This is an optimization exercise on Yosys and OpenROAD, whose aim is small area, not a production implementation.
At most, simulation tests tie the RTL to the original design; equivalence was not proved.
The clock port is modelled as an ideal driver; clocking choices that lean on that would not hold on a real chip.
Power and IR drop assume default switching activity.

==> run Y: inputs <==
==> flow/design.v <==
`default_nettype none
`timescale 1ns/1ns
module clkdivider (
    input wire clk,
    input wire rst,
    output wire st,
    output wire tick,
    output reg z,
    output wire cbit
    );
    reg [2:0] ph;
    reg [7:0] c;
    reg cy;
    assign st = (ph == 3'd0);
    assign tick = (ph == 3'd7);
    wire cin = st | cy;
    wire cb = z ? st : c[0];
    assign cbit = cb ^ cin;
    always @(posedge clk)
        c <= {cbit, c[7:1]};
    always @(posedge clk) begin
        if (rst) begin
            ph <= 3'd4;
            cy <= 1'b0;
            z <= 1'b1;
        end else begin
            ph <= ph + 1'b1;
            cy <= cin & cb;
            if (ph == 3'd3) z <= 1'b0;
        end
    end
endmodule
`default_nettype none
`timescale 1ns/1ns
module debounce (
    input wire clk,
    input wire en,
    input wire reset,
    input wire button,
    output reg debounced,
    output wire ch,
    output wire flip
    );
    reg f;
    reg [2:0] k;
    wire full = &k;
    wire m = button ^ debounced;    
    assign flip = f & full;
    assign ch = f & !full;
    wire mm = m ^ flip;             
    wire clr = reset | (en & (!mm | flip));
    wire inc = en & mm & !full;
    wire set0 = !reset & en & flip & mm;
    always @(posedge clk) begin
        debounced <= !reset & (debounced ^ (en & flip));
        f <= (en & full & (f | m)) | (!en & f);
        k[0] <= set0 | (!clr & (k[0] ^ inc));
        k[1] <= !clr & (k[1] ^ (inc & k[0]));
        k[2] <= !clr & (k[2] ^ (inc & k[0] & k[1]));
    end
endmodule
`default_nettype none
`timescale 1ns/1ns
module encoder (
    input wire a,
    input wire b,
    input wire ch_a,
    input wire ch_b,
    output wire step,
    output wire up
    );
    assign step = (ch_a ^ ch_b) & (a ^ b);
    assign up = ch_a;
endmodule
`default_nettype none
`timescale 1ns/1ns
module pwm (
    input wire clk,
    input wire reset,
    input wire st,
    input wire tick,
    input wire z,
    input wire cbit,
    input wire step,
    input wire up,
    input wire up_next,
    output wire out
    );
    reg [7:0] l;
    reg k, sat, lt, o;
    wire lb = l[0] & !z;
    wire kin = st ? (step & !sat) : k;
    wire nb = lb ^ kin;
    wire sin = st | sat;
    wire ltin = !st & lt;
    wire ltn = (cbit ^ nb) ? nb : ltin;
    always @(posedge clk) begin
        l <= {nb, l[7:1]};
        sat <= sin & (nb ~^ up_next);
        lt <= ltn;
        if (reset) begin
            k <= 1'b0;
            o <= 1'b0;
        end else begin
            k <= kin & (lb ~^ up);
            if (tick) o <= ltn & !z;
        end
    end
    assign out = !reset & o;
endmodule
`default_nettype none
`timescale 1ns/1ns
module rgb_mixer (
    input clk,
    input reset,
    input enc0_a,
    input enc0_b,
    input enc1_a,
    input enc1_b,
    input enc2_a,
    input enc2_b,
    output pwm0_out,
    output pwm1_out,
    output pwm2_out
);
    wire st, tick, z, cbit;
    clkdivider clkdivider0(.clk(clk), .rst(reset), .st(st), .tick(tick), .z(z), .cbit(cbit));
    wire a0, b0, a0_ch, b0_ch, a0_flip, b0_flip;
    wire a1, b1, a1_ch, b1_ch, a1_flip, b1_flip;
    wire a2, b2, a2_ch, b2_ch, a2_flip, b2_flip;
    debounce debounce0_a(.clk(clk), .en(tick), .reset(reset), .button(enc0_a), .debounced(a0), .ch(a0_ch), .flip(a0_flip));
    debounce debounce0_b(.clk(clk), .en(tick), .reset(reset), .button(enc0_b), .debounced(b0), .ch(b0_ch), .flip(b0_flip));
    debounce debounce1_a(.clk(clk), .en(tick), .reset(reset), .button(enc1_a), .debounced(a1), .ch(a1_ch), .flip(a1_flip));
    debounce debounce1_b(.clk(clk), .en(tick), .reset(reset), .button(enc1_b), .debounced(b1), .ch(b1_ch), .flip(b1_flip));
    debounce debounce2_a(.clk(clk), .en(tick), .reset(reset), .button(enc2_a), .debounced(a2), .ch(a2_ch), .flip(a2_flip));
    debounce debounce2_b(.clk(clk), .en(tick), .reset(reset), .button(enc2_b), .debounced(b2), .ch(b2_ch), .flip(b2_flip));
    wire step0, up0, step1, up1, step2, up2;
    encoder encoder0(.a(a0), .b(b0), .ch_a(a0_ch), .ch_b(b0_ch), .step(step0), .up(up0));
    encoder encoder1(.a(a1), .b(b1), .ch_a(a1_ch), .ch_b(b1_ch), .step(step1), .up(up1));
    encoder encoder2(.a(a2), .b(b2), .ch_a(a2_ch), .ch_b(b2_ch), .step(step2), .up(up2));
    pwm pwm0(.clk(clk), .reset(reset), .st(st), .tick(tick), .z(z), .cbit(cbit), .step(step0), .up(up0), .up_next(a0_flip), .out(pwm0_out));
    pwm pwm1(.clk(clk), .reset(reset), .st(st), .tick(tick), .z(z), .cbit(cbit), .step(step1), .up(up1), .up_next(a1_flip), .out(pwm1_out));
    pwm pwm2(.clk(clk), .reset(reset), .st(st), .tick(tick), .z(z), .cbit(cbit), .step(step2), .up(up2), .up_next(a2_flip), .out(pwm2_out));
endmodule
==> flow/flow/run.sh <==
#!/bin/bash
# Standard synthesis, then its combinational logic re-mapped for area by ABC
# with a few scripts, keeping the smallest (flip-flops untouched), then the
# standard layout with CTS not adding dummy loads and the ports buffered with
# the smallest buffer; after CTS, clock buffers driving a clock pin with a slow
# slew are upsized (clock_fix.tcl). Each tool writes its own log here.
set -euo pipefail
R=orfs/results/sky130hd/rgb_mixer/base
bash standard.sh synth > synth.log 2>&1
mkdir -p remap
cp $R/1_2_yosys.v remap/in.v
ln -sf $FLOW_HOME/platforms/sky130hd/lib/sky130_fd_sc_hd__tt_025C_1v80.lib remap/lib.lib
scripts=(
  '&get,-n;&dch,-f;&nf,-R,1000;&put'
  'strash;dc2;&get,-n;&dch,-f;&nf,-R,1000;&put'
  '&get,-n;&deepsyn,-T,20;&dch,-f;&nf,-R,1000;&put'
  'strash;dc2;&get,-n;&deepsyn,-T,20;&dch,-f;&nf,-R,1000;&put'
)
best=""; besta=1e9
for i in "${!scripts[@]}"; do
  sed -e "s|ABC_SCRIPT|${scripts[$i]//&/\\&}|" -e "s|OUT_V|out$i.v|" flow/remap.ys > remap/remap$i.ys
  (cd remap && timeout 600 yosys -s remap$i.ys > remap$i.log 2>&1) || continue
  a=$(grep 'Chip area' remap/remap$i.log | tail -1 | awk '{print $NF}')
  n=$(grep -c 'sky130_fd_sc_hd__dfxtp' remap/out$i.v || true)
  echo "script $i area $a flops $n" >> remap/summary.log
  if [[ "$n" == "$(grep -c 'sky130_fd_sc_hd__dfxtp' remap/in.v)" ]] && python3 -c "import sys; sys.exit(0 if $a < $besta else 1)"; then
    best=$i; besta=$a
  fi
done
echo "best $best $besta" >> remap/summary.log
[[ -n "$best" ]]
cp remap/out$best.v $R/1_2_yosys.v
rm -f $R/1_synth.odb $R/1_synth.sdc
ARGS=("CTS_ARGS=-sink_clustering_enable -repair_clock_nets -dont_use_dummy_load -buf_list sky130_fd_sc_hd__clkbuf_4"
      "BUFFER_PORTS_ARGS=-buffer_cell sky130_fd_sc_hd__buf_1")
bash standard.sh "${ARGS[@]}" cts > cts.log 2>&1
CF_DIR=$R CF_MAX_SLEW=0.105 openroad -no_init -exit flow/clock_fix.tcl > clock_fix.log 2>&1
bash standard.sh "${ARGS[@]}" finish > finish.log 2>&1
==> flow/flow/clock_fix.tcl <==
set R $::env(CF_DIR)
read_liberty $::env(FLOW_HOME)/platforms/sky130hd/lib/sky130_fd_sc_hd__tt_025C_1v80.lib
read_db $R/4_cts.odb
read_sdc $R/4_cts.sdc
source $::env(FLOW_HOME)/platforms/sky130hd/setRC.tcl
set_propagated_clock [all_clocks]
set limit $::env(CF_MAX_SLEW)
set bigger [dict create \
  sky130_fd_sc_hd__clkbuf_1 sky130_fd_sc_hd__clkbuf_2 \
  sky130_fd_sc_hd__clkbuf_2 sky130_fd_sc_hd__clkbuf_4 \
  sky130_fd_sc_hd__clkbuf_4 sky130_fd_sc_hd__clkbuf_8 \
  sky130_fd_sc_hd__clkbuf_8 sky130_fd_sc_hd__clkbuf_16]
for {set round 0} {$round < 4} {incr round} {
  estimate_parasitics -placement
  set worst 0
  set drivers {}
  foreach p [get_pins -hierarchical */CLK] {
    set s [get_property $p slew_max]
    if {$s > $worst} { set worst $s }
    if {$s > $limit} {
      set net [get_nets -of_objects $p]
      foreach d [get_pins -of_objects $net -filter "direction == output"] {
        set inst [get_cells -of_objects $d]
        set name [get_full_name $inst]
        if {[lsearch $drivers $name] < 0} { lappend drivers $name }
      }
    }
  }
  puts "round $round: worst clock pin slew $worst, drivers to upsize: $drivers"
  if {[llength $drivers] == 0} { break }
  set changed 0
  foreach name $drivers {
    set inst [get_cells $name]
    set master [get_property [get_lib_cells -of_objects $inst] name]
    set full [get_full_name [get_lib_cells -of_objects $inst]]
    set m [lindex [split $full /] end]
    if {[dict exists $bigger $m]} {
      puts "upsize $name $m -> [dict get $bigger $m]"
      replace_cell $inst [dict get $bigger $m]
      set changed 1
    }
  }
  if {!$changed} { break }
  detailed_placement
}
check_placement -verbose
estimate_parasitics -placement
report_worst_slack -max
report_worst_slack -min
write_db $R/4_1_cts.odb
write_db $R/4_cts.odb
write_sdc $R/4_cts.sdc
==> flow/flow/remap.ys <==
# Re-map the combinational logic of the standard synthesis netlist for area.
# run.sh fills in ABC_SCRIPT and OUT_V.
# The flip-flops are kept as they are (same instances, names and cells).
read_liberty -ignore_miss_func lib.lib
read_verilog in.v
hierarchy -top rgb_mixer
setattr -mod -set keep_hierarchy 1 sky130_fd_sc_hd__dfxtp_1
flatten
delete t:$scopeinfo
opt_clean -purge
abc -liberty lib.lib -dont_use *lpflow* -dont_use *probe* -script +ABC_SCRIPT
opt_clean -purge
hilomap -singleton -hicell sky130_fd_sc_hd__conb_1 HI -locell sky130_fd_sc_hd__conb_1 LO
insbuf -buf sky130_fd_sc_hd__buf_4 A X
splitnets
opt_clean -purge
select rgb_mixer
stat -liberty lib.lib
write_verilog -noattr -nohex -nodec -selected OUT_V
==> flow/standard.sh <==
#!/bin/bash
# synth_recipe.tcl (not shown) runs the flow's synth.tcl, then flattens the netlist and writes it again
# the make line also repeats each setting of config.mk as NAME=value (left out here)
make -C /OpenROAD-flow-scripts/flow DESIGN_CONFIG=/design/flow/config.mk WORK_HOME=/design/flow/orfs CLKGATE_MAP_FILE= SYNTH_SCRIPT=/design/flow/synth_recipe.tcl "${@:-finish}"
==> flow/config.mk <==
export PLATFORM = sky130hd
export DESIGN_NAME = rgb_mixer
export DESIGN_NICKNAME = rgb_mixer
export VERILOG_FILES = /design/flow/design.v
export SDC_FILE = /design/flow/constraint.sdc
export NUM_CORES = 4
export LEC_CHECK = 0
export ABC_AREA = 1
export CAP_MARGIN = 20
export CORE_MARGIN = 2
export CORE_UTILIZATION = 75
export SLEW_MARGIN = 20
==> flow/constraint.sdc <==
create_clock -name core_clock -period 10.0 [get_ports {clk}]
set_input_delay 2.0000 -clock core_clock [delete_from_list [all_inputs] [get_ports {clk}]]
set_output_delay 2.0000 -clock core_clock [all_outputs]
set_load 0.01 [all_outputs]
==> run M (differences from run Y) <==
--- a/flow/design.v
+++ b/flow/design.v
@@ -15,16 +15,15 @@
     assign tick = (ph == 3'd7);
     wire cin = st | cy;
-    wire cb = z ? st : c[0];
-    assign cbit = cb ^ cin;
-    always @(posedge clk)
-        c <= {cbit, c[7:1]};
+    assign cbit = c[0] ^ cin;
     always @(posedge clk) begin
         if (rst) begin
             ph <= 3'd4;
+            c <= 8'b0001_0000;
             cy <= 1'b0;
             z <= 1'b1;
         end else begin
             ph <= ph + 1'b1;
-            cy <= cin & cb;
+            c <= {cbit, c[7:1]};
+            cy <= cin & c[0];
             if (ph == 3'd3) z <= 1'b0;
         end
@@ -45,17 +44,23 @@
     reg [2:0] k;
     wire full = &k;
-    wire m = button ^ debounced;    
+    wire m = button ^ debounced;
     assign flip = f & full;
     assign ch = f & !full;
-    wire mm = m ^ flip;             
-    wire clr = reset | (en & (!mm | flip));
-    wire inc = en & mm & !full;
-    wire set0 = !reset & en & flip & mm;
     always @(posedge clk) begin
-        debounced <= !reset & (debounced ^ (en & flip));
-        f <= (en & full & (f | m)) | (!en & f);
-        k[0] <= set0 | (!clr & (k[0] ^ inc));
-        k[1] <= !clr & (k[1] ^ (inc & k[0]));
-        k[2] <= !clr & (k[2] ^ (inc & k[0] & k[1]));
+        if (reset) begin
+            debounced <= 1'b0;
+            f <= 1'b0;
+            k <= 3'd0;
+        end else if (en) begin
+            if (flip) begin
+                debounced <= !debounced;
+                f <= 1'b1;
+                k <= {2'b00, !m};
+            end else begin
+                f <= m & full;
+                if (!m) k <= 3'd0;
+                else if (!full) k <= k + 1'b1;
+            end
+        end
     end
 endmodule
@@ -97,12 +102,14 @@
     always @(posedge clk) begin
         l <= {nb, l[7:1]};
-        sat <= sin & (nb ~^ up_next);
-        lt <= ltn;
         if (reset) begin
             k <= 1'b0;
+            sat <= 1'b1;
+            lt <= 1'b0;
             o <= 1'b0;
         end else begin
             k <= kin & (lb ~^ up);
-            if (tick) o <= ltn & !z;
+            sat <= sin & (nb ~^ up_next);
+            lt <= ltn;
+            if (tick) o <= ltn;
         end
     end
==> flow/run.sh (new file) <==
#!/bin/bash
# synth_recipe.tcl (not shown) runs the flow's synth.tcl, then flattens the netlist and writes it again
# the make line also repeats each setting of config.mk as NAME=value (left out here)
make -C /OpenROAD-flow-scripts/flow DESIGN_CONFIG=/design/flow/config.mk WORK_HOME=/design/flow/orfs CLKGATE_MAP_FILE= SYNTH_SCRIPT=/design/flow/synth_recipe.tcl finish
--- a/flow/config.mk
+++ b/flow/config.mk
@@ -9,4 +9,7 @@
 export CAP_MARGIN = 20
 export CORE_MARGIN = 2
-export CORE_UTILIZATION = 75
+export CORE_UTILIZATION = 60
+export CTS_BUF_LIST = sky130_fd_sc_hd__clkbuf_8
+export CTS_CLUSTER_DIAMETER = 200
+export CTS_CLUSTER_SIZE = 50
 export SLEW_MARGIN = 20
removed: flow/flow/run.sh
removed: flow/flow/clock_fix.tcl
removed: flow/flow/remap.ys
removed: flow/standard.sh
==> run D (differences from run Y) <==
--- a/flow/flow/run.sh
+++ b/flow/flow/run.sh
@@ -3,6 +3,5 @@
 # with a few scripts, keeping the smallest (flip-flops untouched), then the
 # standard layout with CTS not adding dummy loads and the ports buffered with
-# the smallest buffer; after CTS, clock buffers driving a clock pin with a slow
-# slew are upsized (clock_fix.tcl). Each tool writes its own log here.
+# the smallest buffer. Each tool writes its own log here.
 set -euo pipefail
 R=orfs/results/sky130hd/rgb_mixer/base
@@ -32,7 +31,5 @@
 cp remap/out$best.v $R/1_2_yosys.v
 rm -f $R/1_synth.odb $R/1_synth.sdc
-ARGS=("CTS_ARGS=-sink_clustering_enable -repair_clock_nets -dont_use_dummy_load -buf_list sky130_fd_sc_hd__clkbuf_4"
-      "BUFFER_PORTS_ARGS=-buffer_cell sky130_fd_sc_hd__buf_1")
-bash standard.sh "${ARGS[@]}" cts > cts.log 2>&1
-CF_DIR=$R CF_MAX_SLEW=0.105 openroad -no_init -exit flow/clock_fix.tcl > clock_fix.log 2>&1
-bash standard.sh "${ARGS[@]}" finish > finish.log 2>&1
+bash standard.sh \
+  "CTS_ARGS=-sink_clustering_enable -repair_clock_nets -dont_use_dummy_load -buf_list sky130_fd_sc_hd__clkbuf_4" \
+  "BUFFER_PORTS_ARGS=-buffer_cell sky130_fd_sc_hd__buf_1" finish > finish.log 2>&1
--- a/flow/config.mk
+++ b/flow/config.mk
@@ -9,4 +9,4 @@
 export CAP_MARGIN = 20
 export CORE_MARGIN = 2
-export CORE_UTILIZATION = 75
+export CORE_UTILIZATION = 60
 export SLEW_MARGIN = 20
removed: flow/flow/clock_fix.tcl
==> run C (differences from run Y) <==
--- a/flow/config.mk
+++ b/flow/config.mk
@@ -9,4 +9,4 @@
 export CAP_MARGIN = 20
 export CORE_MARGIN = 2
-export CORE_UTILIZATION = 75
+export CORE_UTILIZATION = 60
 export SLEW_MARGIN = 20
==> notes <==
- In critical path depth, run C and run M do not differ.
- The highest wire length belongs to run M, the lowest to run D.
- In final cell count, run D and run C do not differ.
- Against run Y, the register-to-register slack of run M is higher by 460 ps.
- Fmax: run C > run D > run Y > run M.
- Between run M and run D, the lower synthesized cell count is in run D (gap 59%, measured against run D).
==> figures <==
Start point of the worst min-delay path: run C pwm2.l[1]; run M pwm1.l[7]; run Y pwm2.l[5]; run D pwm1.l[5]
Global-route track usage on met2: run C 0.303; run M 0.350; run Y 0.460; run D 0.303
Global-route met3 utilization: run C 0.0866; run M 0.0682; run Y 0.114; run D 0.0909
Mapped Cells: run C 261; run M 415; run Y 261; run D 261
Standard cell with the maximum stage delay on the critical path: run C buf_4; run M clkdlybuf4s50_1; run Y buf_1; run D buf_4
Result of the run: run C no timing/DRC/antenna violations; run M no timing/DRC/antenna violations; run Y no timing/DRC/antenna violations; run D no timing/DRC/antenna violations
Most common cell type on the critical path: run C buf_1; run M clkdlybuf4s50_1; run Y buf_1; run D buf_1
Crit. path cell count: run C 4; run M 4; run Y 3; run D 4
Fill cell count: run C 363; run M 444; run Y 207; run D 366
Area of the placeable core: run C 4290 sq um; run M 5140 sq um; run Y 3340 sq um; run D 4290 sq um
Power density cells: run C 186 nW/um^2; run M 173 nW/um^2; run Y 186 nW/um^2; run D 182 nW/um^2
Power consumed by sequential cells: run C 0.340 mW; run M 0.325 mW; run Y 0.341 mW; run D 0.340 mW
Clock slew at the register clock pins of the worst setup and hold paths: run C 90 ps; run M 80 ps; run Y 100 ps; run D 130 ps
Count of non-CTS inverters in the layout: run C 1; run M 60; run Y 1; run D 1
For run M, only the layout was checked, not whether the RTL still works.

[static timing again, ports no longer ideal]
Ports are ideal in the flow. The routed layouts listed here were re-timed in OpenROAD.
Step 1 sets driving cells, clkbuf_16 on the clock port and buf_2 on the other inputs (assumed; they add their load-dependent delay and slew).
Step 2 adds t to the input delays and takes it off the output delays; t is the mean of the earliest and latest rising clock arrival at the registers after step 1. Input paths then give back, and output paths get back, about the clock's delay inside the block.
Three values: ideal, step 1, step 2; two values: the first two.
run | t (ns) | setup slack, ns | hold WS [ns] | worst setup path at the end | worst slew at a driven data input, ns
run Y | 0.417 | 4.984 / 4.959 / 4.959 | 0.320 / 0.320 / 0.320 | input to output | 0.03
run M | 0.378 | 4.601 / 4.568 / 4.568 | 0.332 / 0.332 / 0.332 | input to output | 0.03
run D | 0.417 | 5.377 / 5.358 / 5.358 | 0.297 / 0.297 / 0.297 | input to output | 0.03
run C | 0.409 | 5.378 / 5.358 / 5.358 | 0.308 / 0.308 / 0.308 | input to output | 0.03
After both steps every run listed still meets setup and hold. For run M, which loses most, drivers alone change the setup slack by -0.033 ns; drivers and shift together by -0.033 ns.
